Source: an optimization exercise on an open RTL-to-GDS flow (aim: small area). Production flows keep margins and buffers that such runs may drop. The RTL was checked by simulation tests, not by an equivalence proof against the original design. No activity file was given, so power comes from the tool's default toggle rates.

## flow/flow/run.sh

```bash
#!/bin/bash
# Standard layout, with the smallest buffer cell on the ports and a clock
# tree without dummy balancing loads.
set -euo pipefail
export BUFFER_PORTS_ARGS="-buffer_cell sky130_fd_sc_hd__buf_1"
export CTS_ARGS="-sink_clustering_enable -repair_clock_nets -dont_use_dummy_load -buf_list sky130_fd_sc_hd__clkbuf_4 -root_buf sky130_fd_sc_hd__clkbuf_4"
bash standard.sh > standard_flow.log 2>&1
```

## flow/standard.sh

```bash
#!/bin/bash
# synth_recipe.tcl (not shown) runs the flow's synth.tcl, then flattens the netlist and writes it again
# the make line also repeats each setting of config.mk as NAME=value (left out here)
make -C /OpenROAD-flow-scripts/flow DESIGN_CONFIG=/design/flow/config.mk WORK_HOME=/design/flow/orfs CLKGATE_MAP_FILE= SYNTH_SCRIPT=/design/flow/synth_recipe.tcl "${@:-finish}"
```

## flow/config.mk

```make
export PLATFORM = sky130hd
export DESIGN_NAME = rgb565_to_ycbcr422
export DESIGN_NICKNAME = rgb565_to_ycbcr422
export VERILOG_FILES = /design/flow/design.v
export SDC_FILE = /design/flow/constraint.sdc
export NUM_CORES = 4
export LEC_CHECK = 0
export CAP_MARGIN = 20
export CORE_MARGIN = 2
export CORE_UTILIZATION = 40
export SLEW_MARGIN = 20
export SYNTH_HIERARCHICAL = 1
```

## flow/constraint.sdc

```tcl
create_clock -name core_clock -period 5.0 [get_ports {sys_clk}]
set_input_delay 1.0000 -clock core_clock [delete_from_list [all_inputs] [get_ports {sys_clk}]]
set_output_delay 1.0000 -clock core_clock [all_outputs]
set_load 0.01 [all_outputs]
```

## flow/design.v

```verilog
module rgb565_to_ycbcr422
(
    input   wire                    sys_clk         ,
    input   wire                    sys_rst_n       ,
    input   wire    [15:0]          rgb_data        ,
    output  reg     signed  [7:0]   img_out         ,
    output  wire    [1:0]           state           ,
    output  wire                    start_en
);
reg     [1:0]   k       ;
reg             run     ;    
reg     [15:0]  x_q     ;
reg     [7:0]   a_q     ;
wire            sel_y   = ~k[1];
wire            sel_c1  = k[1] & ~k[0];
wire            sel_c2  = k[1] & k[0];
wire    [7:0]   f_top   ;
wire t_0;
wire t_1;
wire t_2;
wire t_3;
wire t_4;
wire t_5;
wire t_6;
wire t_7;
wire t_8;
wire t_9;
wire t_10;
wire t_11;
wire t_12;
wire t_13;
wire t_14;
wire t_15;
wire t_16;
wire t_17;
wire t_18;
wire t_19;
wire t_20;
wire t_21;
wire t_22;
wire t_23;
wire t_24;
wire t_25;
wire t_26;
wire t_27;
wire t_28;
wire t_29;
wire t_30;
wire t_31;
wire t_32;
wire t_33;
wire t_34;
wire t_35;
wire t_36;
wire t_37;
wire t_38;
wire t_39;
wire t_40;
wire t_41;
wire t_42;
wire t_43;
wire t_44;
wire t_45;
wire t_46;
wire t_47;
wire t_48;
wire t_49;
wire t_50;
wire t_51;
wire t_52;
wire t_53;
wire t_54;
wire t_55;
wire t_56;
wire t_57;
wire t_58;
wire t_59;
wire t_60;
wire t_61;
wire t_62;
wire t_63;
wire t_64;
wire t_65;
wire t_66;
wire t_67;
wire t_68;
wire t_69;
wire t_70;
wire t_71;
wire t_72;
wire t_73;
wire t_74;
wire t_75;
wire t_76;
wire t_77;
wire t_78;
wire t_79;
wire t_80;
wire t_81;
wire t_82;
wire t_83;
wire t_84;
wire t_85;
wire t_86;
wire t_87;
wire t_88;
wire t_89;
wire t_90;
wire t_91;
wire t_92;
wire t_93;
wire t_94;
wire t_95;
wire t_96;
wire t_97;
wire t_98;
wire t_99;
wire t_100;
wire t_101;
wire t_102;
wire t_103;
wire t_104;
wire t_105;
wire t_106;
wire t_107;
wire t_108;
wire t_109;
wire t_110;
wire t_111;
wire t_112;
wire t_113;
wire t_114;
wire t_115;
wire t_116;
wire t_117;
wire t_118;
wire t_119;
wire t_120;
wire t_121;
wire t_122;
wire t_123;
wire t_124;
wire t_125;
wire t_126;
wire t_127;
wire t_128;
wire t_129;
wire t_130;
wire t_131;
wire t_132;
wire t_133;
wire t_134;
wire t_135;
wire t_136;
wire t_137;
wire t_138;
wire t_139;
wire t_140;
wire t_141;
wire t_142;
wire t_143;
wire t_144;
wire t_145;
wire t_146;
wire t_147;
wire t_148;
wire t_149;
wire t_150;
wire t_151;
wire t_152;
wire t_153;
wire t_154;
wire t_155;
wire t_156;
wire t_157;
wire t_158;
wire t_159;
wire t_160;
wire t_161;
wire t_162;
wire t_163;
wire t_164;
wire t_165;
wire t_166;
wire t_167;
wire t_168;
wire t_169;
wire t_170;
wire t_171;
wire t_172;
wire t_173;
wire t_174;
wire t_175;
wire t_176;
wire t_177;
wire t_178;
wire t_179;
wire t_180;
wire t_181;
wire t_182;
wire t_183;
wire t_184;
wire t_185;
wire t_186;
wire t_187;
wire t_188;
wire t_189;
wire t_190;
wire t_191;
wire t_192;
wire t_193;
wire t_194;
wire t_195;
wire t_196;
wire t_197;
wire t_198;
wire t_199;
wire t_200;
wire t_201;
wire t_202;
wire t_203;
wire t_204;
wire t_205;
wire t_206;
wire t_207;
wire t_208;
wire t_209;
wire t_210;
wire t_211;
wire t_212;
wire t_213;
wire t_214;
wire t_215;
wire t_216;
wire t_217;
wire t_218;
wire t_219;
wire t_220;
wire t_221;
wire t_222;
wire t_223;
wire t_224;
wire t_225;
wire t_226;
wire t_227;
wire t_228;
wire t_229;
wire t_230;
wire t_231;
wire t_232;
wire t_233;
wire t_234;
wire t_235;
wire t_236;
wire t_237;
wire t_238;
wire t_239;
wire t_240;
wire t_241;
wire t_242;
wire t_243;
wire t_244;
wire t_245;
wire t_246;
wire t_247;
wire t_248;
wire t_249;
wire t_250;
wire t_251;
wire t_252;
wire t_253;
wire t_254;
wire t_255;
wire t_256;
wire t_257;
wire t_258;
wire t_259;
wire t_260;
wire t_261;
wire t_262;
wire t_263;
wire t_264;
wire t_265;
wire t_266;
wire t_267;
wire t_268;
wire t_269;
wire t_270;
wire t_271;
wire t_272;
wire t_273;
wire t_274;
wire t_275;
wire t_276;
wire t_277;
wire t_278;
wire t_279;
wire t_280;
assign t_0 = (x_q[11] & (sel_y | sel_c1));
assign t_1 = (x_q[11] ? (sel_y) : (sel_c1));
assign t_2 = (x_q[11] & (sel_y));
assign t_3 = (x_q[11] & (sel_y));
assign t_4 = (x_q[11] ? 1'b0 : (sel_y | sel_c1));
assign t_5 = (x_q[11] & (sel_y | sel_c2));
assign t_6 = (x_q[12] & (sel_y | sel_c1));
assign t_7 = (x_q[12] ? 1'b0 : (sel_y | sel_c1));
assign t_8 = (x_q[12] ? 1'b0 : (sel_y));
assign t_9 = (x_q[12] & (sel_y));
assign t_10 = (x_q[12] & (sel_y | sel_c1));
assign t_11 = (x_q[12] ? (sel_c2) : (sel_c1));
assign t_12 = (x_q[13] & (sel_y | sel_c1));
assign t_13 = (x_q[13] ? 1'b0 : (sel_y | sel_c1));
assign t_14 = (x_q[13] ? 1'b0 : (sel_y));
assign t_15 = (x_q[13] & (sel_y));
assign t_16 = (x_q[13] ? (sel_y) : (sel_c1));
assign t_17 = (x_q[13] & (sel_c2));
assign t_18 = (x_q[14] & (sel_y | sel_c1));
assign t_19 = (x_q[14] ? (sel_c1) : (sel_y));
assign t_20 = (x_q[14] ? 1'b0 : (sel_y | sel_c1));
assign t_21 = (x_q[14] ? 1'b0 : (sel_y | sel_c1));
assign t_22 = (x_q[14] & (sel_y | sel_c2));
assign t_23 = (x_q[15] & (sel_y | sel_c1));
assign t_24 = (x_q[15] ? (sel_c1) : (sel_y));
assign t_25 = (x_q[15] & (sel_y | sel_c1));
assign t_26 = (x_q[15] ? 1'b0 : (sel_y | sel_c1));
assign t_27 = (x_q[15] & (sel_y | sel_c2));
assign t_28 = (x_q[5] ? (sel_c1) : (sel_c2));
assign t_29 = (x_q[5] ? (sel_y | sel_c1) : (sel_c2));
assign t_30 = (x_q[5] ? (sel_c1) : (sel_y | sel_c2));
assign t_31 = (x_q[5] ? (sel_c1) : (sel_y | sel_c2));
assign t_32 = (x_q[5] & (sel_c1));
assign t_33 = (x_q[5] & (sel_y));
assign t_34 = (x_q[5] ? (sel_y) : (sel_c1 | sel_c2));
assign t_35 = (x_q[6] ? (sel_c1) : (sel_c2));
assign t_36 = (x_q[6] ? (sel_c2) : (sel_y | sel_c1));
assign t_37 = (x_q[6] ? (sel_c1) : (sel_c2));
assign t_38 = (x_q[6] ? (sel_c1) : (sel_y | sel_c2));
assign t_39 = (x_q[6] & (sel_c1));
assign t_40 = (x_q[6] & (sel_y));
assign t_41 = (x_q[6] ? (sel_y) : (sel_c1 | sel_c2));
assign t_42 = (x_q[7] ? (sel_c1) : (sel_c2));
assign t_43 = (x_q[7] ? (sel_c1) : (sel_y | sel_c2));
assign t_44 = (x_q[7] ? (sel_c1) : (sel_y | sel_c2));
assign t_45 = (x_q[7] ? (sel_y) : (sel_c1 | sel_c2));
assign t_46 = (x_q[8] ? (sel_c1) : (sel_c2));
assign t_47 = (x_q[8] ? (sel_c1) : (sel_y | sel_c2));
assign t_48 = (x_q[8] ? (sel_c1) : (sel_y | sel_c2));
assign t_49 = (x_q[8] ? (sel_y) : (sel_c1 | sel_c2));
assign t_50 = (x_q[9] ? (sel_c2) : (sel_c1));
assign t_51 = (x_q[9] ? 1'b0 : (sel_y));
assign t_52 = (x_q[9] ? (sel_c1) : (sel_c2));
assign t_53 = (x_q[9] ? (sel_c1) : (sel_y | sel_c2));
assign t_54 = (x_q[9] ? (sel_y) : (sel_c1 | sel_c2));
assign t_55 = (x_q[10] ? (sel_c1) : (sel_c2));
assign t_56 = (x_q[10] ? (sel_c1) : (sel_y | sel_c2));
assign t_57 = (x_q[10] ? (sel_c1) : (sel_y | sel_c2));
assign t_58 = (x_q[10] ? (sel_y) : (sel_c1 | sel_c2));
assign t_59 = (x_q[0] ? (sel_y) : (sel_c2));
assign t_60 = (x_q[0] & (sel_y | sel_c2));
assign t_61 = (x_q[0] ? 1'b0 : (sel_c2));
assign t_62 = (x_q[0] ? 1'b0 : (sel_c1 | sel_c2));
assign t_63 = (x_q[0] & (sel_y | sel_c1));
assign t_64 = (x_q[0] & (sel_c1));
assign t_65 = (x_q[1] ? (sel_y) : (sel_c2));
assign t_66 = (x_q[1] & (sel_y | sel_c2));
assign t_67 = (x_q[1] ? 1'b0 : (sel_c2));
assign t_68 = (x_q[1] ? 1'b0 : (sel_c1 | sel_c2));
assign t_69 = (x_q[1] & (sel_y | sel_c1));
assign t_70 = (x_q[1] & (sel_c1));
assign t_71 = (x_q[2] ? (sel_y) : (sel_c2));
assign t_72 = (x_q[2] & (sel_y | sel_c2));
assign t_73 = (x_q[2] ? 1'b0 : (sel_c2));
assign t_74 = (x_q[2] ? (sel_c2) : (sel_c1));
assign t_75 = (x_q[2] ? (sel_c1) : (sel_y | sel_c2));
assign t_76 = (x_q[2] & (sel_y));
assign t_77 = (x_q[2] & (sel_c1));
assign t_78 = (x_q[3] ? (sel_y) : (sel_c2));
assign t_79 = (x_q[3] ? 1'b0 : (sel_y | sel_c2));
assign t_80 = (x_q[3] ? 1'b0 : (sel_c2));
assign t_81 = (x_q[3] & (sel_y));
assign t_82 = (x_q[3] & (sel_c1));
assign t_83 = (x_q[4] ? (sel_y) : (sel_c2));
assign t_84 = (x_q[4] ? (sel_y) : (sel_c2));
assign t_85 = (x_q[4] & (sel_y));
assign t_86 = (x_q[4] ? (sel_y) : (sel_c2));
assign t_87 = (x_q[4] & (sel_c1));
assign t_88 = (sel_c2);
csa_fa u_t_89 (.a(t_0), .b(t_28), .c(t_59), .s(t_89), .co(t_90));
csa_fa u_t_91 (.a(t_6), .b(t_29), .c(t_35), .s(t_91), .co(t_92));
csa_fa u_t_93 (.a(t_65), .b(t_90), .c(t_91), .s(t_93), .co(t_94));
csa_fa u_t_95 (.a(t_1), .b(t_12), .c(t_30), .s(t_95), .co(t_96));
csa_fa u_t_97 (.a(t_36), .b(t_60), .c(t_71), .s(t_97), .co(t_98));
csa_fa u_t_99 (.a(t_92), .b(t_95), .c(t_97), .s(t_99), .co(t_100));
csa_fa u_t_101 (.a(t_7), .b(t_66), .c(t_96), .s(t_101), .co(t_102));
csa_fa u_t_103 (.a(t_98), .b(t_100), .c(t_101), .s(t_103), .co(t_104));
csa_fa u_t_105 (.a(t_2), .b(t_8), .c(t_13), .s(t_105), .co(t_106));
csa_fa u_t_107 (.a(t_31), .b(t_37), .c(t_42), .s(t_107), .co(t_108));
csa_fa u_t_109 (.a(t_72), .b(t_105), .c(t_107), .s(t_109), .co(t_110));
csa_fa u_t_111 (.a(t_102), .b(t_109), .c(t_104), .s(t_111), .co(t_112));
assign t_113 = ~(t_3 ^ t_14);
assign t_114 = t_3 | t_14;
csa_fa u_t_115 (.a(t_38), .b(t_43), .c(t_46), .s(t_115), .co(t_116));
csa_fa u_t_117 (.a(t_106), .b(t_108), .c(t_113), .s(t_117), .co(t_118));
csa_fa u_t_119 (.a(t_115), .b(t_110), .c(t_117), .s(t_119), .co(t_120));
csa_fa u_t_121 (.a(t_18), .b(t_32), .c(t_47), .s(t_121), .co(t_122));
csa_fa u_t_123 (.a(t_50), .b(t_61), .c(t_78), .s(t_123), .co(t_124));
csa_fa u_t_125 (.a(t_114), .b(t_116), .c(t_121), .s(t_125), .co(t_126));
csa_fa u_t_127 (.a(t_123), .b(t_118), .c(t_125), .s(t_127), .co(t_128));
csa_fa u_t_129 (.a(x_q[11]), .b(t_9), .c(t_23), .s(t_129), .co(t_130));
csa_fa u_t_131 (.a(t_39), .b(t_44), .c(t_51), .s(t_131), .co(t_132));
csa_fa u_t_133 (.a(t_55), .b(t_62), .c(t_67), .s(t_133), .co(t_134));
csa_fa u_t_135 (.a(t_83), .b(t_122), .c(t_124), .s(t_135), .co(t_136));
csa_fa u_t_137 (.a(t_129), .b(t_131), .c(t_133), .s(t_137), .co(t_138));
csa_fa u_t_139 (.a(t_126), .b(t_135), .c(t_137), .s(t_139), .co(t_140));
csa_fa u_t_141 (.a(x_q[12]), .b(t_15), .c(t_19), .s(t_141), .co(t_142));
csa_fa u_t_143 (.a(t_33), .b(t_48), .c(t_52), .s(t_143), .co(t_144));
csa_fa u_t_145 (.a(t_56), .b(t_63), .c(t_68), .s(t_145), .co(t_146));
csa_fa u_t_147 (.a(t_73), .b(t_79), .c(t_130), .s(t_147), .co(t_148));
csa_fa u_t_149 (.a(t_132), .b(t_134), .c(t_141), .s(t_149), .co(t_150));
csa_fa u_t_151 (.a(t_143), .b(t_145), .c(t_136), .s(t_151), .co(t_152));
csa_fa u_t_153 (.a(t_138), .b(t_147), .c(t_149), .s(t_153), .co(t_154));
csa_fa u_t_155 (.a(t_151), .b(t_140), .c(t_153), .s(t_155), .co(t_156));
csa_fa u_t_157 (.a(x_q[13]), .b(x_q[7]), .c(t_4), .s(t_157), .co(t_158));
csa_fa u_t_159 (.a(t_24), .b(t_34), .c(t_40), .s(t_159), .co(t_160));
csa_fa u_t_161 (.a(t_53), .b(t_69), .c(t_74), .s(t_161), .co(t_162));
csa_fa u_t_163 (.a(t_84), .b(t_142), .c(t_144), .s(t_163), .co(t_164));
csa_fa u_t_165 (.a(t_146), .b(t_157), .c(t_159), .s(t_165), .co(t_166));
csa_fa u_t_167 (.a(t_161), .b(t_148), .c(t_150), .s(t_167), .co(t_168));
csa_fa u_t_169 (.a(t_163), .b(t_165), .c(t_152), .s(t_169), .co(t_170));
csa_fa u_t_171 (.a(t_154), .b(t_167), .c(t_169), .s(t_171), .co(t_172));
csa_fa u_t_173 (.a(x_q[8]), .b(t_5), .c(t_10), .s(t_173), .co(t_174));
csa_fa u_t_175 (.a(t_20), .b(t_41), .c(t_57), .s(t_175), .co(t_176));
csa_fa u_t_177 (.a(t_64), .b(t_75), .c(t_80), .s(t_177), .co(t_178));
csa_fa u_t_179 (.a(t_85), .b(t_158), .c(t_160), .s(t_179), .co(t_180));
csa_fa u_t_181 (.a(t_162), .b(t_173), .c(t_175), .s(t_181), .co(t_182));
csa_fa u_t_183 (.a(t_177), .b(t_164), .c(t_166), .s(t_183), .co(t_184));
csa_fa u_t_185 (.a(t_179), .b(t_181), .c(t_168), .s(t_185), .co(t_186));
csa_fa u_t_187 (.a(t_183), .b(t_170), .c(t_185), .s(t_187), .co(t_188));
csa_fa u_t_189 (.a(x_q[9]), .b(t_11), .c(t_16), .s(t_189), .co(t_190));
csa_fa u_t_191 (.a(t_21), .b(t_25), .c(t_45), .s(t_191), .co(t_192));
csa_fa u_t_193 (.a(t_70), .b(t_76), .c(t_81), .s(t_193), .co(t_194));
csa_fa u_t_195 (.a(t_86), .b(t_174), .c(t_176), .s(t_195), .co(t_196));
csa_fa u_t_197 (.a(t_178), .b(t_189), .c(t_191), .s(t_197), .co(t_198));
csa_fa u_t_199 (.a(t_193), .b(t_180), .c(t_182), .s(t_199), .co(t_200));
csa_fa u_t_201 (.a(t_195), .b(t_197), .c(t_184), .s(t_201), .co(t_202));
csa_fa u_t_203 (.a(t_199), .b(t_186), .c(t_201), .s(t_203), .co(t_204));
csa_fa u_t_205 (.a(x_q[10]), .b(t_17), .c(t_49), .s(t_205), .co(t_206));
csa_fa u_t_207 (.a(t_77), .b(t_190), .c(t_192), .s(t_207), .co(t_208));
csa_fa u_t_209 (.a(t_194), .b(t_205), .c(t_196), .s(t_209), .co(t_210));
csa_fa u_t_211 (.a(t_198), .b(t_207), .c(t_200), .s(t_211), .co(t_212));
csa_fa u_t_213 (.a(t_209), .b(t_202), .c(t_211), .s(t_213), .co(t_214));
csa_fa u_t_215 (.a(t_88), .b(t_22), .c(t_26), .s(t_215), .co(t_216));
csa_fa u_t_217 (.a(t_54), .b(t_82), .c(t_206), .s(t_217), .co(t_218));
csa_fa u_t_219 (.a(t_215), .b(t_208), .c(t_217), .s(t_219), .co(t_220));
csa_fa u_t_221 (.a(t_210), .b(t_219), .c(t_212), .s(t_221), .co(t_222));
assign t_223 = ~(t_27 ^ t_58);
assign t_224 = t_27 | t_58;
csa_fa u_t_225 (.a(t_87), .b(t_216), .c(t_223), .s(t_225), .co(t_226));
csa_fa u_t_227 (.a(t_218), .b(t_225), .c(t_220), .s(t_227), .co(t_228));
assign t_229 = t_224 ^ t_226 ^ t_228;
csa_ha u_t_230 (.a(t_94), .b(t_99), .s(t_230), .co(t_231));
csa_ha u_t_232 (.a(t_119), .b(t_112), .s(t_232), .co(t_233));
csa_ha u_t_234 (.a(t_120), .b(t_127), .s(t_234), .co(t_235));
csa_ha u_t_236 (.a(t_128), .b(t_139), .s(t_236), .co(t_237));
csa_ha u_t_238 (.a(t_156), .b(t_171), .s(t_238), .co(t_239));
csa_ha u_t_240 (.a(t_172), .b(t_187), .s(t_240), .co(t_241));
csa_ha u_t_242 (.a(t_188), .b(t_203), .s(t_242), .co(t_243));
csa_ha u_t_244 (.a(t_204), .b(t_213), .s(t_244), .co(t_245));
csa_ha u_t_246 (.a(t_214), .b(t_221), .s(t_246), .co(t_247));
csa_ha u_t_248 (.a(t_227), .b(t_222), .s(t_248), .co(t_249));
assign t_250 = t_103 & t_231;
assign t_251 = t_111 & t_250;
assign t_252 = t_233 | (t_232 & t_251);
assign t_253 = t_235 | (t_234 & t_252);
assign t_254 = t_237 | (t_236 & t_253);
assign t_255 = t_155 & t_254;
assign t_256 = t_241 | (t_240 & t_239);
assign t_257 = t_240 & t_238;
assign t_258 = t_245 | (t_244 & t_243);
assign t_259 = t_244 & t_242;
assign t_260 = t_249 | (t_248 & t_247);
assign t_261 = t_248 & t_246;
assign t_262 = t_239 | (t_238 & t_255);
assign t_263 = t_256 | (t_257 & t_255);
assign t_264 = t_247 | (t_246 & t_258);
assign t_265 = t_246 & t_259;
assign t_266 = t_260 | (t_261 & t_258);
assign t_267 = t_261 & t_259;
assign t_268 = t_243 | (t_242 & t_263);
assign t_269 = t_258 | (t_259 & t_263);
assign t_270 = t_264 | (t_265 & t_263);
assign t_271 = t_266 | (t_267 & t_263);
assign t_272 = t_229 & t_271;
assign t_273 = t_155 ^ t_254;
assign t_274 = t_238 ^ t_255;
assign t_275 = t_240 ^ t_262;
assign t_276 = t_242 ^ t_263;
assign t_277 = t_244 ^ t_268;
assign t_278 = t_246 ^ t_269;
assign t_279 = t_248 ^ t_270;
assign t_280 = t_229 ^ t_271;
assign f_top = {t_280, t_279, t_278, t_277, t_276, t_275, t_274, t_273};
always @(posedge sys_clk) begin
    if (k != 2'd2)
        x_q <= rgb_data;
    a_q <= f_top;
end
always @(posedge sys_clk or negedge sys_rst_n)
    if (!sys_rst_n) begin
        k   <= 2'd0;
        run <= 1'b0;
    end else begin
        k   <= k + 2'd1;
        run <= run | (k == 2'd2);
    end
always @(posedge sys_clk or negedge sys_rst_n)
    if (!sys_rst_n)
        img_out <= 8'd0;
    else
        img_out <= a_q & {8{run | (k == 2'd2)}};
assign start_en = run;
assign state    = {run & (k[1] ^ k[0]), run & ~k[0]};
endmodule
module csa_fa (input wire a, input wire b, input wire c, output wire s, output wire co);
assign s  = a ^ b ^ c;
assign co = (a & b) | (a & c) | (b & c);
endmodule
module csa_ha (input wire a, input wire b, output wire s, output wire co);
assign s  = a ^ b;
assign co = a & b;
endmodule
```

==> results.json, run 1 <==
{
  "status": "timing/DRC/antenna clean",
  "syn2layout_area_growth_pct": 9.19,
  "grt_overflow": 0,
  "seq_area_frac_synth": 0.275,
  "nFillCells": 739,
  "final_cell_mix": "68 x fa_1, 28 x buf_1, 27 x nor2_1",
  "antenna_left": 0,
  "die_x_um": 95.3,
  "syn_area_sq_mm": 0.00333,
  "grt_pass1_vias": 2153,
  "drv_cap": 0,
  "cp.required_ns": 5.29,
  "rows": 33,
  "dieHeight_um": 95.3,
  "finalClockSkew_ns": 0.0364,
  "p_per_area_mw_per_mm2": 339,
  "num_io_pins": 29,
  "mostFrequentLayoutCell": "fa_1",
  "path_class": "reg2reg",
  "cts_buffers": 5,
  "place.gp.congestion": 0.914,
  "vdd_drop_max_v": 0.000199,
  "dr_total_vias": 2037,
  "post_drt_wl_per_cell_um": 16.3,
  "insertion_delay_ns": 0.35,
  "cts_buffer_depth": 2,
  "h-tree-depth": 2,
  "finalNonFillerCells": 405,
  "track_usage": 0.164,
  "routed_wirelength_um": 6590,
  "antenna_found_initial": 0,
  "wl_met3_um": 442,
  "via_per_inst": 5.03,
  "drcViolationCount": 0,
  "min_period_ns": 4.74,
  "hold_buffers": 0,
  "setup_tns_ns": 0,
  "p_leak_nw": 1.52,
  "cts_tree": "built",
  "post-dp-hpwl_um": 5560,
  "synth_warnings": 7,
  "dp_cells": 400,
  "yosysUniqueCellTypes": 30,
  "die_area_sq_mm": 0.00908,
  "drtPass1Iterations": 4,
  "cts_root_buffer": "clkbuf_4",
  "initial_core_util": 0.410,
  "dr_wl_met2_um": 3370,
  "clock.fmax_ghz": 0.211,
  "tightest_slew_ns": 0.569,
  "clk_pin_slew_ns": 0.12,
  "syn_inst": 268,
  "grt_pass1_wl_um": 10900,
  "period_share": 0.948,
  "synthesis.nets": 371,
  "clock-sinks": 35,
  "hold_path.class": "reg2reg",
  "hold_violations": 0,
  "core-area_sq_mm": 0.00813,
  "grt_max_degree": 23,
  "start_kind": "flip-flop",
  "drt_iter0_drc": 134,
  "dr.max_layer_used": "met4",
  "slew_viol_final": 0,
  "diodes": 0,
  "finalNetCount": 405,
  "synth-seq-cells": 35,
  "rsz0062_at_grt": "false",
  "cp-end-kind": "flip-flop",
  "avgSynthCellArea_sq_um": 12.4,
  "drive_gt1_frac": 0.0833,
  "numPortBuffers": 28,
  "max-slew-margin-rel": 0.621,
  "setup_viol": 0,
  "hold_ws_ns": 0.428,
  "wl_met1_um": 2620,
  "crit_arrival_ns": 5.03,
  "crit_fanout": 22
}
==> modules after synthesis (local to each module, per instance) <==
module              times used  cell area, sq um  flip-flops and latches  cells
csa_fa                      68              20.0                       0      1
csa_ha                      10              12.5                       0      1
rgb565_to_ycbcr422           1              1850                      35    190
==> layout make-up <==
| class | instances | area [sq um] | share of cell area |
|---|---|---|---|
| clock buffer | 5 | 37.5 | 0.0103 |
| inverter | 10 | 37.5 | 0.0103 |
| multi-input combinational | 212 | 2340 | 0.642 |
| sequential | 35 | 916 | 0.252 |
| tap | 105 | 131 | 0.0361 |
| timing repair buffer | 38 | 180 | 0.0495 |
==> cell usage after synthesis, drive strengths merged <==
cell / n / area, sq um
fa: 68 / 1360
nor2: 27 / 101
nor2b: 27 / 169
ha: 17 / 213
edfxtp: 16 / 480
xnor2: 13 / 114
dfrtp: 11 / 275
o21ai: 11 / 58.8
a21oi: 10 / 50.1
inv: 10 / 37.5
nand2: 10 / 37.5
and2: 8 / 50.1
dfxtp: 8 / 160
clkbuf: 6 / 22.5
buf: 5 / 25.0
a21o: 4 / 31.3
o21bai: 4 / 30.0
or2: 3 / 18.8
xor2: 3 / 26.3
nand2b: 2 / 15.0
a211oi: 1 / 12.5
a41o: 1 / 10.0
mux2i: 1 / 10.0
o211ai: 1 / 12.5
o31ai: 1 / 12.5
==> final timing paths <==
check	to	slack, ns	cells after the start	start
hold / removal	img_out[3]$_DFF_PN0_	0.43	1	a_q[3]$_DFF_P_
max in group asynchronous	img_out[7]$_DFF_PN0_	4.01	1	sys_rst_n
hold reg to reg	img_out[3]$_DFF_PN0_	0.43	1	a_q[3]$_DFF_P_
setup / recovery	a_q[4]$_DFF_P_	0.26	17	k[0]$_DFF_PN0_
min in group asynchronous	img_out[3]$_DFF_PN0_	0.60	1	sys_rst_n
setup reg to reg	a_q[4]$_DFF_P_	0.26	17	k[0]$_DFF_PN0_
==> routing by layer <==
layer / global-route usage / vias to the layer above
li1: - / 917
met1: 0.215 / 1041
met2: 0.268 / 67
met3: 0.0411 / 12
met4: 0.0495 / 0
met5: 0 / -
==> flip-flops by register name, summed over array words and instances, names as in the netlist <==
register	count
x_q	16
img_out	8
run	1
a_q	8
k	2
==> per-stage QoR <==
step / utilization / worst slack, ns / area, sq um / power, W
6_report: 0.448 / 0.259 / 3640 / 0.00123
4_1_cts: 0.447 / 0.137 / 3640 / 0.00126
5_1_grt: 0.448 / 0.0287 / 3640 / 0.00138
3_3_place_gp: 0.442 / 0.260 / 3600 / 0.00111
2_1_floorplan: - / 0.242 / 3330 / 0.000974
3_5_place_dp: 0.442 / 0.179 / 3600 / 0.00112
==> cells by family (layout without fill, tap and decap cells) <==
group / Yosys count / count (layout) / share of synthesized area
buf+inv: 21 / 53 / 0.0255
fa+ha+maj: 85 / 85 / 0.472
simple gates: 77 / 77 / 0.117
xor+xnor: 16 / 16 / 0.0420
mux: 1 / 1 / 0.00300
flops: 35 / 35 / 0.275
compound gates: 33 / 33 / 0.0653
==> report_power, final <==
| group | switching [W] | leakage (nW) | total [W] | internal (W) |
|---|---|---|---|---|
| Sequential | 0.0000183 | 0.363 | 0.000379 | 0.000360 |
| Combinational | 0.000358 | 1.13 | 0.000720 | 0.000362 |
| Clock | 0.0000867 | 0.0230 | 0.000134 | 0.0000470 |
==> timing repair <==
| action | 4_1_cts | 5_1_grt |
|---|---|---|
| setup buffers | 0 | 0 |
| resized for setup | 0 | 3 |
| endpoints found under the setup margin | 0 | 3 |
==> worst max-delay path: stages (launching register included) <==
cell	delay, ns
dfrtp_1	0.42
ha_1	0.24
buf_4	0.23
nor2b_2	0.23
fa_1	0.47
fa_1	0.43
fa_1	0.41
fa_1	0.37
ha_1	0.28
a41o_1	0.24
a21o_1	0.17
a21o_1	0.17
ha_1	0.21
a21o_2	0.22
a21o_1	0.17
ha_1	0.17
nor2_1	0.13
xnor2_1	0.12
==> run 2: changes to the inputs <==
==> flow/flow/run.sh (replaced) <==
#!/bin/bash
# Standard layout, with the smallest buffer cell on the ports and a clock
# tree without dummy balancing loads.
set -euo pipefail
export BUFFER_PORTS_ARGS="-buffer_cell sky130_fd_sc_hd__buf_1"
export CTS_ARGS="-repair_clock_nets -dont_use_dummy_load -buf_list sky130_fd_sc_hd__clkbuf_4 -root_buf sky130_fd_sc_hd__clkbuf_4"
bash standard.sh > standard_flow.log 2>&1
==> run 2 against run 1 <==
  * Still clean
  * Synthesized cell count unchanged
  * Core utilization did not move
  * Sequential power is essentially flat
  * Total power did not move
  * Fmax unchanged
  * Global-route usage is the same
  * Cell count unchanged
  * Clock-buffer cell count unchanged
  * Critical endpoint unchanged
==> results.json, run 2 <==
{
  "core-area_sq_mm": 0.00813,
  "die_area_sq_mm": 0.00908,
  "synthArstFlopShare": 0.314,
  "synth-seq-cells": 35,
  "avgSynthCellArea_sq_um": 12.4,
  "synth-edff-count": 16,
  "p_leak_nw": 1.52,
  "crit_arrival_ns": 5.03,
  "reg2reg_slack_ns": 0.26,
  "rsz0062_at_grt": "false",
  "grt_pass1_vias": 2153,
  "status": "timing/DRC/antenna clean",
  "crit_chain": "ha_1, buf_4, nor2b_2, fa_1, fa_1, fa_1, fa_1, ha_1, a41o_1, a21o_1, a21o_1, ha_1, a21o_2, a21o_1, ha_1, nor2_1, xnor2_1",
  "ctsResizeCount": 0,
  "syn_area_sq_mm": 0.00333,
  "slowest_stage": "fa_1",
  "grt_pass1_wl_um": 10900,
  "p_per_area_mw_per_mm2": 339,
  "synth_most_common_cell": "fa_1",
  "clock.fmax_ghz": 0.211,
  "reg_top3": "x_q x16, a_q x8, img_out x8",
  "path_class": "reg2reg",
  "start_kind": "flip-flop",
  "post_drt_wl_per_cell_um": 16.3,
  "clk_pin_slew_ns": 0.12,
  "num_io_pins": 29,
  "dieHeight_um": 95.3,
  "grt_overflow": 0,
  "grt_max_degree": 23,
  "setup_tns_ns": 0,
  "synth_largest_area_cell": "fa_1",
  "cts_buffers": 5,
  "finalNetCount": 405,
  "drive_gt1_frac": 0.0833,
  "via_per_inst": 5.03,
  "synth_top_area_frac": 0.408,
  "worst_slack_ns": 0.259,
  "synthTopCellsByCount": "68 x fa_1, 27 x nor2_1, 27 x nor2b_1, 17 x ha_1, 16 x edfxtp_1",
  "cp_top_family": "adder cells",
  "syn_inst": 268,
  "synthesis.nets": 371,
  "cp-end-kind": "flip-flop",
  "clock-sinks": 35,
  "post-dp-hpwl_um": 5560,
  "vdd_drop_max_v": 0.000199,
  "syn2layout_area_growth_pct": 9.19,
  "setup_viol": 0,
  "drtPass1Iterations": 4,
  "seq_area_frac_synth": 0.275,
  "yosysUniqueCellTypes": 30,
  "hold_path.class": "reg2reg",
  "period_share": 0.948,
  "dr_total_vias": 2037,
  "cts_tree": "built",
  "synth_warnings": 7,
  "largest_reg_flops": 16,
  "max-slew-margin-rel": 0.621,
  "min_period_ns": 4.74,
  "drcViolationCount": 0,
  "synth_ff_type": "edfxtp_1",
  "routed_wirelength_um": 6590,
  "cts_root_buffer": "clkbuf_4",
  "rows": 33,
  "final_cell_mix": "68 x fa_1, 28 x buf_1, 27 x nor2_1",
  "slowest_delay_ns": 0.47,
  "hold_violations": 0,
  "synthTopCellsByArea": "fa_1 41%, edfxtp_1 14%, dfrtp_1 8.3%",
  "top_register": "x_q",
  "numPortBuffers": 28,
  "drv_cap": 0,
  "mostFrequentLayoutCell": "fa_1",
  "path_buf_inv": 1,
  "h-tree-depth": 2,
  "slew_viol_final": 0,
  "drt_iter0_drc": 134,
  "place.gp.congestion": 0.914,
  "cp.required_ns": 5.29,
  "initial_core_util": 0.410,
  "antenna_left": 0,
  "insertion_delay_ns": 0.35,
  "antenna_found_initial": 0,
  "dp_slack_ns": 0.179,
  "crit_fanout": 22,
  "track_usage": 0.164,
  "post_cts_buffers": 0,
  "die_x_um": 95.3,
  "hold_buffers": 0,
  "nFillCells": 739,
  "finalClockSkew_ns": 0.0364,
  "cts_buffer_depth": 2,
  "diodes": 0,
  "tightest_slew_ns": 0.569
}
-- run 2: final timing paths --
path | depth (start not counted) | from | end
max | 17 | k[0]$_DFF_PN0_ | a_q[4]$_DFF_P_
min | 1 | a_q[3]$_DFF_P_ | img_out[3]$_DFF_PN0_
max reg2reg | 17 | k[0]$_DFF_PN0_ | a_q[4]$_DFF_P_
min reg2reg | 1 | a_q[3]$_DFF_P_ | img_out[3]$_DFF_PN0_
max in group asynchronous | 1 | sys_rst_n | img_out[7]$_DFF_PN0_
min in group asynchronous | 1 | sys_rst_n | img_out[3]$_DFF_PN0_
-- run 2: modules after synthesis, one instance, submodules excluded --
module              flops+latches  cell area, sq um  cells inside  times used
rgb565_to_ycbcr422             35              1850           190           1
csa_ha                          0              12.5             1          10
csa_fa                          0              20.0             1          68
-- run 2: layer usage --
layer / GRT usage / wire [um] / vias up
met1: 0.215 / 2620 / 1041
met3: 0.0411 / 442 / 12
met4: 0.0495 / 154 / 0
met5: 0 / 0 / -
met2: 0.268 / 3370 / 67
li1: - / - / 917
-- run 2: cell families (layout without fill, tap and decap cells) --
logic type / after synthesis / count (layout) / share of synthesized area
and+or+nand+nor: 77 / 77 / 0.117
DFF: 35 / 35 / 0.275
buffers and inverters: 21 / 53 / 0.0255
AOI/OAI and AO/OA: 33 / 33 / 0.0653
muxes: 1 / 1 / 0.00300
adders and majority gates: 85 / 85 / 0.472
xor gates and xnor gates: 16 / 16 / 0.0420
-- run 2: final cells by class --
| cell class | count | area, sq um | share of cell area |
|---|---|---|---|
| clock buffers | 5 | 37.5 | 0.0103 |
| inverters | 10 | 37.5 | 0.0103 |
| multi-input cells | 212 | 2340 | 0.642 |
| flip-flops and latches | 35 | 916 | 0.252 |
| well taps | 105 | 131 | 0.0361 |
| repair buffers | 38 | 180 | 0.0495 |
-- run 2: per-stage QoR --
| step | total power [W] | area (sq um) | hold WS [ns] | std cells | util |
|---|---|---|---|---|---|
| after floorplan | 0.000974 | 3330 | 0.423 | 268 | - |
| final | 0.00123 | 3640 | 0.428 | 405 | 0.448 |
| after CTS | 0.00126 | 3640 | 0.425 | 405 | 0.447 |
| after global routing | 0.00138 | 3640 | 0.438 | 405 | 0.448 |
| after global placement | 0.00111 | 3600 | 0.431 | 400 | 0.442 |
| after detailed placement | 0.00112 | 3600 | 0.434 | 400 | 0.442 |
-- run 2: report_power, final --
group	switching, W	internal (W)	leakage [nW]	total [W]
Sequential	0.0000183	0.000360	0.363	0.000379
Combinational	0.000358	0.000362	1.13	0.000720
Clock	0.0000867	0.0000470	0.0230	0.000134
Total	0.000463	0.000769	1.52	0.00123
-- run 2: worst reg2reg max path, stage by stage (launching register included) --
cell and delay (ns):
dfrtp_1 0.42, ha_1 0.24, buf_4 0.23, nor2b_2 0.24
fa_1 0.47, fa_1 0.43, fa_1 0.41, fa_1 0.37
ha_1 0.28, a41o_1 0.24, a21o_1 0.17, a21o_1 0.17
ha_1 0.21, a21o_2 0.22, a21o_1 0.17, ha_1 0.17
nor2_1 0.13, xnor2_1 0.12
==> run 3: changes to the inputs <==
==> flow/flow/run.sh (replaced) <==
#!/bin/bash
# Standard layout, with the smallest buffer cell on the ports and a clock
# tree without dummy balancing loads.
set -euo pipefail
export BUFFER_PORTS_ARGS="-buffer_cell sky130_fd_sc_hd__buf_1"
export CTS_ARGS="-sink_clustering_enable -sink_clustering_size 40 -sink_clustering_max_diameter 200 -repair_clock_nets -dont_use_dummy_load -buf_list sky130_fd_sc_hd__clkbuf_8 -root_buf sky130_fd_sc_hd__clkbuf_8"
bash standard.sh > standard_flow.log 2>&1
==> run 3 against run 2 <==
  * Still clean
  * Cell count did not move
  * Combinational power rose by 0.6%
  * Die area did not move
  * Sequential share of layout area fell by 0.21 points
  * Clock-buffer cell count did not move
  * Routed wire length rose by 1.4%
  * Critical path depth did not move
  * Global-route usage rose by 0.19 points
  * Via count rose by 0.20%
  * Sequential cell count did not move
  * Highest routed layer unchanged
==> results.json, run 3 <==
{
  "tightest_slew_ns": 0.571,
  "start_kind": "flip-flop",
  "cp_top_family": "adder cells",
  "initial_core_util": 0.410,
  "mostFrequentLayoutCell": "fa_1",
  "insertion_delay_ns": 0.29,
  "status": "timing/DRC/antenna clean",
  "clock.fmax_ghz": 0.211,
  "vdd_drop_max_v": 0.000215,
  "antenna_left": 0,
  "synth_top_area_frac": 0.408,
  "post_drt_wl_per_cell_um": 16.5,
  "setup_viol": 0,
  "syn_inst": 268,
  "ctsResizeCount": 0,
  "synth_largest_area_cell": "fa_1",
  "rows": 33,
  "die_x_um": 95.3,
  "grt_pass1_wl_um": 11000,
  "cts_root_buffer": "clkbuf_8",
  "syn_area_sq_mm": 0.00333,
  "p_per_area_mw_per_mm2": 350,
  "crit_fanout": 22,
  "worstReg2RegStart": "k[0]$_DFF_PN0_",
  "grt_pass1_vias": 2174,
  "cp-end-kind": "flip-flop",
  "synthArstFlopShare": 0.314,
  "setup_tns_ns": 0,
  "clock-sinks": 35,
  "routed_wirelength_um": 6680,
  "antenna_found_initial": 0,
  "slew_viol_final": 0,
  "core-area_sq_mm": 0.00813,
  "synthesis.nets": 371,
  "post_cts_buffers": 0,
  "path_class": "reg2reg",
  "via_per_inst": 5.04,
  "synth_most_common_cell": "fa_1",
  "drtPass1Iterations": 4,
  "p_leak_nw": 1.53,
  "hold_buffers": 0,
  "dr_wl_met2_um": 3440,
  "top_register": "x_q",
  "grt_max_degree": 23,
  "yosysUniqueCellTypes": 30,
  "path_buf_inv": 1,
  "cts_tree": "built",
  "slowest_delay_ns": 0.47,
  "diodes": 0,
  "drt_iter0_drc": 109,
  "seq_area_frac_synth": 0.275,
  "syn2layout_area_growth_pct": 10.1,
  "drv_cap": 0,
  "cts_buffer_depth": 2,
  "synth-seq-cells": 35,
  "period_share": 0.948,
  "cts_buffers": 5,
  "rsz0062_at_grt": "false",
  "utilization": 0.451,
  "cp.required_ns": 5.23,
  "synthTopCellsByArea": "fa_1 41%, edfxtp_1 14%, dfrtp_1 8.3%",
  "slowest_stage": "fa_1",
  "num_io_pins": 29,
  "final_cell_mix": "68 x fa_1, 28 x buf_1, 27 x nor2_1",
  "crit_chain": "ha_1, buf_4, nor2b_2, fa_1, fa_1, fa_1, fa_1, ha_1, a41o_1, a21o_1, a21o_1, ha_1, a21o_2, a21o_1, ha_1, nor2_1, xnor2_1",
  "h-tree-depth": 2,
  "avgSynthCellArea_sq_um": 12.4,
  "post-dp-hpwl_um": 5560,
  "min_period_ns": 4.74,
  "dr.max_layer_used": "met4",
  "grt_overflow": 0,
  "clk_pin_slew_ns": 0.08,
  "drive_gt1_frac": 0.0833,
  "dieHeight_um": 95.3,
  "reg_top3": "x_q x16, a_q x8, img_out x8",
  "synth-edff-count": 16,
  "hold_path.class": "reg2reg",
  "die_area_sq_mm": 0.00908,
  "numPortBuffers": 28,
  "track_usage": 0.166,
  "finalClockSkew_ns": 0.0266,
  "min_from": "a_q[3]$_DFF_P_",
  "cp-startpoint": "k[0]$_DFF_PN0_",
  "max-slew-margin-rel": 0.619,
  "wl_met3_um": 372,
  "largest_reg_flops": 16,
  "dr_total_vias": 2041,
  "synth_ff_type": "edfxtp_1",
  "drcViolationCount": 0,
  "wl_met1_um": 2730,
  "finalNetCount": 405,
  "place.gp.congestion": 0.914,
  "synth_warnings": 7,
  "synthTopCellsByCount": "68 x fa_1, 27 x nor2_1, 27 x nor2b_1, 17 x ha_1, 16 x edfxtp_1",
  "hold_violations": 0,
  "total_power_w": 0.00128,
  "crit_arrival_ns": 4.97
}
run 3: cell counts after synthesis:
No cell type changed its count.
run 3: kinds of logic (layout without fill, tap and decap cells):
family	Yosys count	after routing	synth area share
multiplexers	1	1	0.00300
XOR/XNOR	16	16	0.0420
AND/OR/NAND/NOR	77	77	0.117
flip-flops	35	35	0.275
AO/OA/AOI/OAI	33	33	0.0653
adder cells (fa/ha/maj)	85	85	0.472
buffers and inverters	21	53	0.0255
run 3: cell type report:
type | instances | area, sq um
Fill cell | 742 | 4460
Sequential cell | 35 | 916
Inverter | 10 | 37.5
Timing Repair Buffer | 38 | 180
Clock buffer | 5 | 68.8
Tap cell | 105 | 131
Multi-Input combinational cell | 212 | 2340
run 3: worst paths after layout:
kind / slack, ns / cells after the start / to
worst max-delay path: 0.26 / 17 / a_q[4]$_DFF_P_
worst min-delay path: 0.43 / 1 / img_out[3]$_DFF_PN0_
worst max register to register: 0.26 / 17 / a_q[4]$_DFF_P_
worst min register to register: 0.43 / 1 / img_out[3]$_DFF_PN0_
max in group asynchronous: 3.95 / 1 / img_out[6]$_DFF_PN0_
min in group asynchronous: 0.67 / 1 / img_out[3]$_DFF_PN0_
run 3: power by group:
group	total [W]	internal [W]	switching, W
Clock	0.000181	0.0000895	0.0000913
Sequential	0.000379	0.000361	0.0000183
Combinational	0.000724	0.000364	0.000361
run 3: metrics by stage:
step | setup slack [ns] | hold WS [ns] | instances | cell area, sq um
floorplan | 0.242 | 0.423 | 268 | 3330
global placement | 0.260 | 0.431 | 400 | 3600
detailed placement | 0.179 | 0.434 | 400 | 3600
CTS | 0.149 | 0.432 | 405 | 3670
global route | 0.0415 | 0.445 | 405 | 3670
finish | 0.261 | 0.427 | 405 | 3670
run 3: worst register-to-register path, delay by kind of cell, from the launching register on:
family                   cells  cell delay [ns]
adder cells (fa/ha/maj)      8             2.58
AO/OA/AOI/OAI                5             0.97
flip-flops                   1             0.40
AND/OR/NAND/NOR              2             0.38
buffers and inverters        1             0.23
XOR/XNOR                     1             0.12
run 3: routing by layer:
| metal | track usage | up-vias |
|---|---|---|
| met5 | 0 | - |
| met4 | 0.0616 | 0 |
| met1 | 0.218 | 1048 |
| met2 | 0.270 | 65 |
| met3 | 0.0348 | 11 |
| li1 | - | 917 |
run 3: per-module statistics from Yosys, one instance, submodules excluded:
module / cells / flip-flops and latches
csa_fa: 1 / 0
rgb565_to_ycbcr422: 190 / 35
csa_ha: 1 / 0
==> run 4: changes to the inputs <==
--- a/flow/design.v
+++ b/flow/design.v
@@ -11,9 +11,9 @@
 reg             run     ;    
 reg     [15:0]  x_q     ;
 reg     [7:0]   a_q     ;
+reg             sel_c1  ;    
+reg             sel_c2  ;    
 wire            sel_y   = ~k[1];
-wire            sel_c1  = k[1] & ~k[0];
-wire            sel_c2  = k[1] & k[0];
 wire    [7:0]   f_top   ;
 wire t_0;
 wire t_1;
@@ -296,86 +296,86 @@
 wire t_278;
 wire t_279;
 wire t_280;
-assign t_0 = (x_q[11] & (sel_y | sel_c1));
+assign t_0 = (x_q[11] & ~sel_c2);
 assign t_1 = (x_q[11] ? (sel_y) : (sel_c1));
 assign t_2 = (x_q[11] & (sel_y));
 assign t_3 = (x_q[11] & (sel_y));
-assign t_4 = (x_q[11] ? 1'b0 : (sel_y | sel_c1));
-assign t_5 = (x_q[11] & (sel_y | sel_c2));
-assign t_6 = (x_q[12] & (sel_y | sel_c1));
-assign t_7 = (x_q[12] ? 1'b0 : (sel_y | sel_c1));
+assign t_4 = (x_q[11] ? 1'b0 : ~sel_c2);
+assign t_5 = (x_q[11] & ~sel_c1);
+assign t_6 = (x_q[12] & ~sel_c2);
+assign t_7 = (x_q[12] ? 1'b0 : ~sel_c2);
 assign t_8 = (x_q[12] ? 1'b0 : (sel_y));
 assign t_9 = (x_q[12] & (sel_y));
-assign t_10 = (x_q[12] & (sel_y | sel_c1));
+assign t_10 = (x_q[12] & ~sel_c2);
 assign t_11 = (x_q[12] ? (sel_c2) : (sel_c1));
-assign t_12 = (x_q[13] & (sel_y | sel_c1));
-assign t_13 = (x_q[13] ? 1'b0 : (sel_y | sel_c1));
+assign t_12 = (x_q[13] & ~sel_c2);
+assign t_13 = (x_q[13] ? 1'b0 : ~sel_c2);
 assign t_14 = (x_q[13] ? 1'b0 : (sel_y));
 assign t_15 = (x_q[13] & (sel_y));
 assign t_16 = (x_q[13] ? (sel_y) : (sel_c1));
 assign t_17 = (x_q[13] & (sel_c2));
-assign t_18 = (x_q[14] & (sel_y | sel_c1));
+assign t_18 = (x_q[14] & ~sel_c2);
 assign t_19 = (x_q[14] ? (sel_c1) : (sel_y));
-assign t_20 = (x_q[14] ? 1'b0 : (sel_y | sel_c1));
-assign t_21 = (x_q[14] ? 1'b0 : (sel_y | sel_c1));
-assign t_22 = (x_q[14] & (sel_y | sel_c2));
-assign t_23 = (x_q[15] & (sel_y | sel_c1));
+assign t_20 = (x_q[14] ? 1'b0 : ~sel_c2);
+assign t_21 = (x_q[14] ? 1'b0 : ~sel_c2);
+assign t_22 = (x_q[14] & ~sel_c1);
+assign t_23 = (x_q[15] & ~sel_c2);
 assign t_24 = (x_q[15] ? (sel_c1) : (sel_y));
-assign t_25 = (x_q[15] & (sel_y | sel_c1));
-assign t_26 = (x_q[15] ? 1'b0 : (sel_y | sel_c1));
-assign t_27 = (x_q[15] & (sel_y | sel_c2));
+assign t_25 = (x_q[15] & ~sel_c2);
+assign t_26 = (x_q[15] ? 1'b0 : ~sel_c2);
+assign t_27 = (x_q[15] & ~sel_c1);
 assign t_28 = (x_q[5] ? (sel_c1) : (sel_c2));
-assign t_29 = (x_q[5] ? (sel_y | sel_c1) : (sel_c2));
-assign t_30 = (x_q[5] ? (sel_c1) : (sel_y | sel_c2));
-assign t_31 = (x_q[5] ? (sel_c1) : (sel_y | sel_c2));
+assign t_29 = (x_q[5] ? ~sel_c2 : (sel_c2));
+assign t_30 = (x_q[5] ? (sel_c1) : ~sel_c1);
+assign t_31 = (x_q[5] ? (sel_c1) : ~sel_c1);
 assign t_32 = (x_q[5] & (sel_c1));
 assign t_33 = (x_q[5] & (sel_y));
-assign t_34 = (x_q[5] ? (sel_y) : (sel_c1 | sel_c2));
+assign t_34 = (x_q[5] ? (sel_y) : k[1]);
 assign t_35 = (x_q[6] ? (sel_c1) : (sel_c2));
-assign t_36 = (x_q[6] ? (sel_c2) : (sel_y | sel_c1));
+assign t_36 = (x_q[6] ? (sel_c2) : ~sel_c2);
 assign t_37 = (x_q[6] ? (sel_c1) : (sel_c2));
-assign t_38 = (x_q[6] ? (sel_c1) : (sel_y | sel_c2));
+assign t_38 = (x_q[6] ? (sel_c1) : ~sel_c1);
 assign t_39 = (x_q[6] & (sel_c1));
 assign t_40 = (x_q[6] & (sel_y));
-assign t_41 = (x_q[6] ? (sel_y) : (sel_c1 | sel_c2));
+assign t_41 = (x_q[6] ? (sel_y) : k[1]);
 assign t_42 = (x_q[7] ? (sel_c1) : (sel_c2));
-assign t_43 = (x_q[7] ? (sel_c1) : (sel_y | sel_c2));
-assign t_44 = (x_q[7] ? (sel_c1) : (sel_y | sel_c2));
-assign t_45 = (x_q[7] ? (sel_y) : (sel_c1 | sel_c2));
+assign t_43 = (x_q[7] ? (sel_c1) : ~sel_c1);
+assign t_44 = (x_q[7] ? (sel_c1) : ~sel_c1);
+assign t_45 = (x_q[7] ? (sel_y) : k[1]);
 assign t_46 = (x_q[8] ? (sel_c1) : (sel_c2));
-assign t_47 = (x_q[8] ? (sel_c1) : (sel_y | sel_c2));
-assign t_48 = (x_q[8] ? (sel_c1) : (sel_y | sel_c2));
-assign t_49 = (x_q[8] ? (sel_y) : (sel_c1 | sel_c2));
+assign t_47 = (x_q[8] ? (sel_c1) : ~sel_c1);
+assign t_48 = (x_q[8] ? (sel_c1) : ~sel_c1);
+assign t_49 = (x_q[8] ? (sel_y) : k[1]);
 assign t_50 = (x_q[9] ? (sel_c2) : (sel_c1));
 assign t_51 = (x_q[9] ? 1'b0 : (sel_y));
 assign t_52 = (x_q[9] ? (sel_c1) : (sel_c2));
-assign t_53 = (x_q[9] ? (sel_c1) : (sel_y | sel_c2));
-assign t_54 = (x_q[9] ? (sel_y) : (sel_c1 | sel_c2));
+assign t_53 = (x_q[9] ? (sel_c1) : ~sel_c1);
+assign t_54 = (x_q[9] ? (sel_y) : k[1]);
 assign t_55 = (x_q[10] ? (sel_c1) : (sel_c2));
-assign t_56 = (x_q[10] ? (sel_c1) : (sel_y | sel_c2));
-assign t_57 = (x_q[10] ? (sel_c1) : (sel_y | sel_c2));
-assign t_58 = (x_q[10] ? (sel_y) : (sel_c1 | sel_c2));
+assign t_56 = (x_q[10] ? (sel_c1) : ~sel_c1);
+assign t_57 = (x_q[10] ? (sel_c1) : ~sel_c1);
+assign t_58 = (x_q[10] ? (sel_y) : k[1]);
 assign t_59 = (x_q[0] ? (sel_y) : (sel_c2));
-assign t_60 = (x_q[0] & (sel_y | sel_c2));
+assign t_60 = (x_q[0] & ~sel_c1);
 assign t_61 = (x_q[0] ? 1'b0 : (sel_c2));
-assign t_62 = (x_q[0] ? 1'b0 : (sel_c1 | sel_c2));
-assign t_63 = (x_q[0] & (sel_y | sel_c1));
+assign t_62 = (x_q[0] ? 1'b0 : k[1]);
+assign t_63 = (x_q[0] & ~sel_c2);
 assign t_64 = (x_q[0] & (sel_c1));
 assign t_65 = (x_q[1] ? (sel_y) : (sel_c2));
-assign t_66 = (x_q[1] & (sel_y | sel_c2));
+assign t_66 = (x_q[1] & ~sel_c1);
 assign t_67 = (x_q[1] ? 1'b0 : (sel_c2));
-assign t_68 = (x_q[1] ? 1'b0 : (sel_c1 | sel_c2));
-assign t_69 = (x_q[1] & (sel_y | sel_c1));
+assign t_68 = (x_q[1] ? 1'b0 : k[1]);
+assign t_69 = (x_q[1] & ~sel_c2);
 assign t_70 = (x_q[1] & (sel_c1));
 assign t_71 = (x_q[2] ? (sel_y) : (sel_c2));
-assign t_72 = (x_q[2] & (sel_y | sel_c2));
+assign t_72 = (x_q[2] & ~sel_c1);
 assign t_73 = (x_q[2] ? 1'b0 : (sel_c2));
 assign t_74 = (x_q[2] ? (sel_c2) : (sel_c1));
-assign t_75 = (x_q[2] ? (sel_c1) : (sel_y | sel_c2));
+assign t_75 = (x_q[2] ? (sel_c1) : ~sel_c1);
 assign t_76 = (x_q[2] & (sel_y));
 assign t_77 = (x_q[2] & (sel_c1));
 assign t_78 = (x_q[3] ? (sel_y) : (sel_c2));
-assign t_79 = (x_q[3] ? 1'b0 : (sel_y | sel_c2));
+assign t_79 = (x_q[3] ? 1'b0 : ~sel_c1);
 assign t_80 = (x_q[3] ? 1'b0 : (sel_c2));
 assign t_81 = (x_q[3] & (sel_y));
 assign t_82 = (x_q[3] & (sel_c1));
@@ -501,23 +501,27 @@
 assign t_280 = t_229 ^ t_271;
 assign f_top = {t_280, t_279, t_278, t_277, t_276, t_275, t_274, t_273};
 always @(posedge sys_clk) begin
-    if (k != 2'd2)
+    if (!sel_c1)
         x_q <= rgb_data;
     a_q <= f_top;
 end
 always @(posedge sys_clk or negedge sys_rst_n)
     if (!sys_rst_n) begin
-        k   <= 2'd0;
-        run <= 1'b0;
+        k      <= 2'd0;
+        run    <= 1'b0;
+        sel_c1 <= 1'b0;
+        sel_c2 <= 1'b0;
     end else begin
-        k   <= k + 2'd1;
-        run <= run | (k == 2'd2);
+        k      <= k + 2'd1;
+        run    <= run | (k == 2'd2);
+        sel_c1 <= k == 2'd1;
+        sel_c2 <= k == 2'd2;
     end
 always @(posedge sys_clk or negedge sys_rst_n)
     if (!sys_rst_n)
         img_out <= 8'd0;
     else
-        img_out <= a_q & {8{run | (k == 2'd2)}};
+        img_out <= a_q & {8{run | sel_c1}};
 assign start_en = run;
 assign state    = {run & (k[1] ^ k[0]), run & ~k[0]};
 endmodule
==> flow/flow/run.sh (replaced) <==
#!/bin/bash
# Standard layout, with the smallest buffer cell on the ports and a clock
# tree without dummy balancing loads.
set -euo pipefail
export BUFFER_PORTS_ARGS="-buffer_cell sky130_fd_sc_hd__buf_1"
export CTS_ARGS="-sink_clustering_enable -repair_clock_nets -dont_use_dummy_load -buf_list sky130_fd_sc_hd__clkbuf_4 -root_buf sky130_fd_sc_hd__clkbuf_4"
bash standard.sh > standard_flow.log 2>&1
==> run 4 against run 3 <==
  * First-iteration DRC count decreased by 15%
  * Clock skew decreased by 0.012 ns
  * Hold slack improved by 0.017 ns
  * Combinational power decreased by 0.6%
  * Critical path depth decreased by 1
  * Fmax increased by 0.39%
  * Register-to-register slack improved by 0.02 ns
  * Synthesized cell count decreased by 4.1%
  * Clock-buffer cell count unchanged
  * Die area increased by 1.1%
  * Total power decreased by 2.5%
  * Synthesized area increased by 1.2%
==> results.json, run 4 <==
{
  "synthesis.nets": 367,
  "h-tree-depth": 2,
  "max-slew-margin-rel": 0.497,
  "drcViolationCount": 0,
  "finalNetCount": 400,
  "hold_buffers": 0,
  "dieHeight_um": 95.8,
  "die_area_sq_mm": 0.00918,
  "rows": 33,
  "die_x_um": 95.8,
  "antenna_left": 0,
  "syn_area_sq_mm": 0.00337,
  "reg_top3": "x_q x16, a_q x8, img_out x8",
  "drt_iter0_drc": 93,
  "p_leak_nw": 1.56,
  "synthTopCellsByCount": "68 x fa_1, 24 x ha_1, 24 x nor2b_1, 18 x nor2_1, 16 x edfxtp_1",
  "slew_viol_final": 0,
  "drtPass1Iterations": 4,
  "post-dp-hpwl_um": 5450,
  "drv_cap": 0,
  "drive_gt1_frac": 0.0660,
  "syn_inst": 257,
  "vdd_drop_max_v": 0.000211,
  "finalNonFillerCells": 393,
  "track_usage": 0.161,
  "status": "timing/DRC/antenna clean",
  "path_class": "reg2reg",
  "clk_pin_slew_ns": 0.11,
  "synth-seq-cells": 37,
  "num_io_pins": 29,
  "setup_viol": 0,
  "cts_root_buffer": "clkbuf_4",
  "final_cell_mix": "68 x fa_1, 28 x buf_1, 24 x nor2b_1, 24 x ha_1, 18 x nor2_1",
  "clock-sinks": 37,
  "seq_area_frac_synth": 0.286,
  "setup_tns_ns": 0,
  "grt_max_degree": 23,
  "syn2layout_area_growth_pct": 8.12,
  "dr_total_vias": 1933,
  "post_drt_wl_per_cell_um": 16.8,
  "finalClockSkew_ns": 0.0143,
  "synthTopCellsByArea": "fa_1 40%, edfxtp_1 14%, dfrtp_1 9.6%",
  "slowest_stage": "dfrtp_1",
  "grt_pass1_vias": 2126,
  "p_per_area_mw_per_mm2": 343,
  "synth_top_area_frac": 0.404,
  "period_share": 0.944,
  "start_kind": "flip-flop",
  "antenna_found_initial": 0,
  "numPortBuffers": 28,
  "cts_buffer_depth": 2,
  "synth_largest_area_cell": "fa_1",
  "grt_overflow": 0,
  "slowest_delay_ns": 0.67,
  "crit_fanout": 13,
  "initial_core_util": 0.413,
  "routed_wirelength_um": 6600,
  "synth_warnings": 7,
  "min_period_ns": 4.72,
  "place.gp.congestion": 0.921,
  "tightest_slew_ns": 0.754,
  "mostFrequentLayoutCell": "fa_1",
  "cp.required_ns": 5.27,
  "rsz0062_at_grt": "false",
  "cp-end-kind": "flip-flop",
  "cts_buffers": 5,
  "cp_common_cell": "fa_1",
  "synth-edff-count": 16,
  "dp_cells": 388,
  "via_per_inst": 4.92,
  "grt_pass1_wl_um": 10800,
  "hold_violations": 0,
  "crit_chain": "nor2b_1, or2_1, fa_1, fa_1, fa_1, fa_1, ha_1, a41o_1, a21o_1, a21o_1, ha_1, a21o_2, a21o_1, ha_1, nor2_1, xnor2_1",
  "crit_arrival_ns": 5.00,
  "hold_path.class": "reg2reg",
  "cts_tree": "built",
  "avgSynthCellArea_sq_um": 13.1,
  "insertion_delay_ns": 0.33,
  "synth_most_common_cell": "fa_1",
  "clock.fmax_ghz": 0.212,
  "synthArstFlopShare": 0.351,
  "top_register": "x_q",
  "synth_ff_type": "edfxtp_1",
  "largest_reg_flops": 16,
  "post_cts_buffers": 0,
  "core-area_sq_mm": 0.00818,
  "diodes": 0,
  "yosysUniqueCellTypes": 29,
  "ctsResizeCount": 0
}
[run 4: path summary, 6_finish.rpt]
path	start	endpoint	slack, ns	cells past startpoint
max	k[1]$_DFF_PN0_	a_q[4]$_DFF_P_	0.28	16
min	a_q[6]$_DFF_P_	img_out[6]$_DFF_PN0_	0.44	1
max reg2reg	k[1]$_DFF_PN0_	a_q[4]$_DFF_P_	0.28	16
min reg2reg	a_q[6]$_DFF_P_	img_out[6]$_DFF_PN0_	0.44	1
max in group asynchronous	sys_rst_n	k[1]$_DFF_PN0_	3.82	1
min in group asynchronous	sys_rst_n	img_out[4]$_DFF_PN0_	0.69	1
[run 4: layout make-up]
| cell class | instances | area, sq um |
|---|---|---|
| clock buffer | 5 | 37.5 |
| fill | 774 | 4530 |
| inverter | 15 | 56.3 |
| multi-input combinational | 199 | 2320 |
| sequential | 37 | 966 |
| tap | 105 | 131 |
| timing repair buffer | 32 | 135 |
[run 4: logic make-up (layout without fill, tap and decap cells)]
| group | count (synthesis) | after routing | synth area share |
|---|---|---|---|
| xor gates and xnor gates | 16 | 16 | 0.0415 |
| buffers and inverters | 21 | 52 | 0.0256 |
| adders and majority gates | 92 | 92 | 0.493 |
| and+or+nand+nor | 63 | 63 | 0.0961 |
| AOI/OAI and AO/OA | 28 | 28 | 0.0579 |
| DFF | 37 | 37 | 0.286 |
[run 4: critical path, delay by kind of cell, from the launching register on]
kind,cells,cell delay [ns]
xor gates and xnor gates,1,0.12
DFF,1,0.67
and+or+nand+nor,3,0.54
AOI/OAI and AO/OA,5,0.98
adders and majority gates,7,2.35
[run 4: metal layers]
| metal | vias to the layer above | wire length, um | track usage | part of all wire |
|---|---|---|---|---|
| li1 | 883 | - | - | - |
| met1 | 991 | 2880 | 0.212 | 0.44 |
| met2 | 52 | 3400 | 0.279 | 0.52 |
| met3 | 7 | 215 | 0.0164 | 0.033 |
| met4 | 0 | 102 | 0.0536 | 0.015 |
| met5 | - | 0 | 0 | 0 |
[run 4: power breakdown]
group	internal, W	switching (W)
combinational	0.000359	0.000361
sequential	0.000376	0.0000191
clock	0.0000471	0.0000901
total	0.000782	0.000470
[run 4: through the flow]
| step | instance area [sq um] | power (W) | util | setup slack [ns] | hold WS (ns) |
|---|---|---|---|---|---|
| 2_1_floorplan | 3370 | 0.000989 | - | 0.388 | 0.423 |
| 3_3_place_gp | 3610 | 0.00112 | 0.442 | 0.310 | 0.428 |
| 3_5_place_dp | 3610 | 0.00113 | 0.442 | 0.305 | 0.432 |
| 4_1_cts | 3650 | 0.00128 | 0.446 | 0.283 | 0.448 |
| 5_1_grt | 3650 | 0.00139 | 0.446 | 0.0420 | 0.458 |
| 6_report | 3650 | 0.00125 | 0.446 | 0.280 | 0.444 |
[run 4: modules after synthesis, one instance, submodules excluded]
module	flip-flops and latches	area, sq um
csa_fa	0	20.0
rgb565_to_ycbcr422	37	1890
csa_ha	0	12.5

what the ideal ports hide:
No port has a modelled driver above. Below, the same layouts with a new extraction and two added sets of constraints.
Step 1: set_driving_cell puts a clkbuf_16 on sys_clk and a buf_2 on each other input, an assumption about the parent block.
Step 2 also shifts input and output timing later by t, the mid clock arrival at the registers, as if the neighbouring blocks saw the same clock.
Slacks: ideal ports / drivers / drivers and shift; pairs: ideal ports / drivers.
run | t, ns | setup slack, ns | worst setup path after step 2 | latest minus earliest clock arrival (ns) | cell pins on the clock port's net
run 1 | 0.356 | 0.259 / 0.259 / 0.259 | register to register | 0.036 / 0.037 | 1
run 2 | 0.356 | 0.259 / 0.259 / 0.259 | register to register | 0.036 / 0.037 | 1
run 3 | 0.310 | 0.261 / 0.261 / 0.261 | register to register | 0.027 / 0.026 | 1
run 4 | 0.354 | 0.280 / 0.280 / 0.280 | register to register | 0.015 / 0.015 | 1
After both steps every run listed still meets setup and hold.
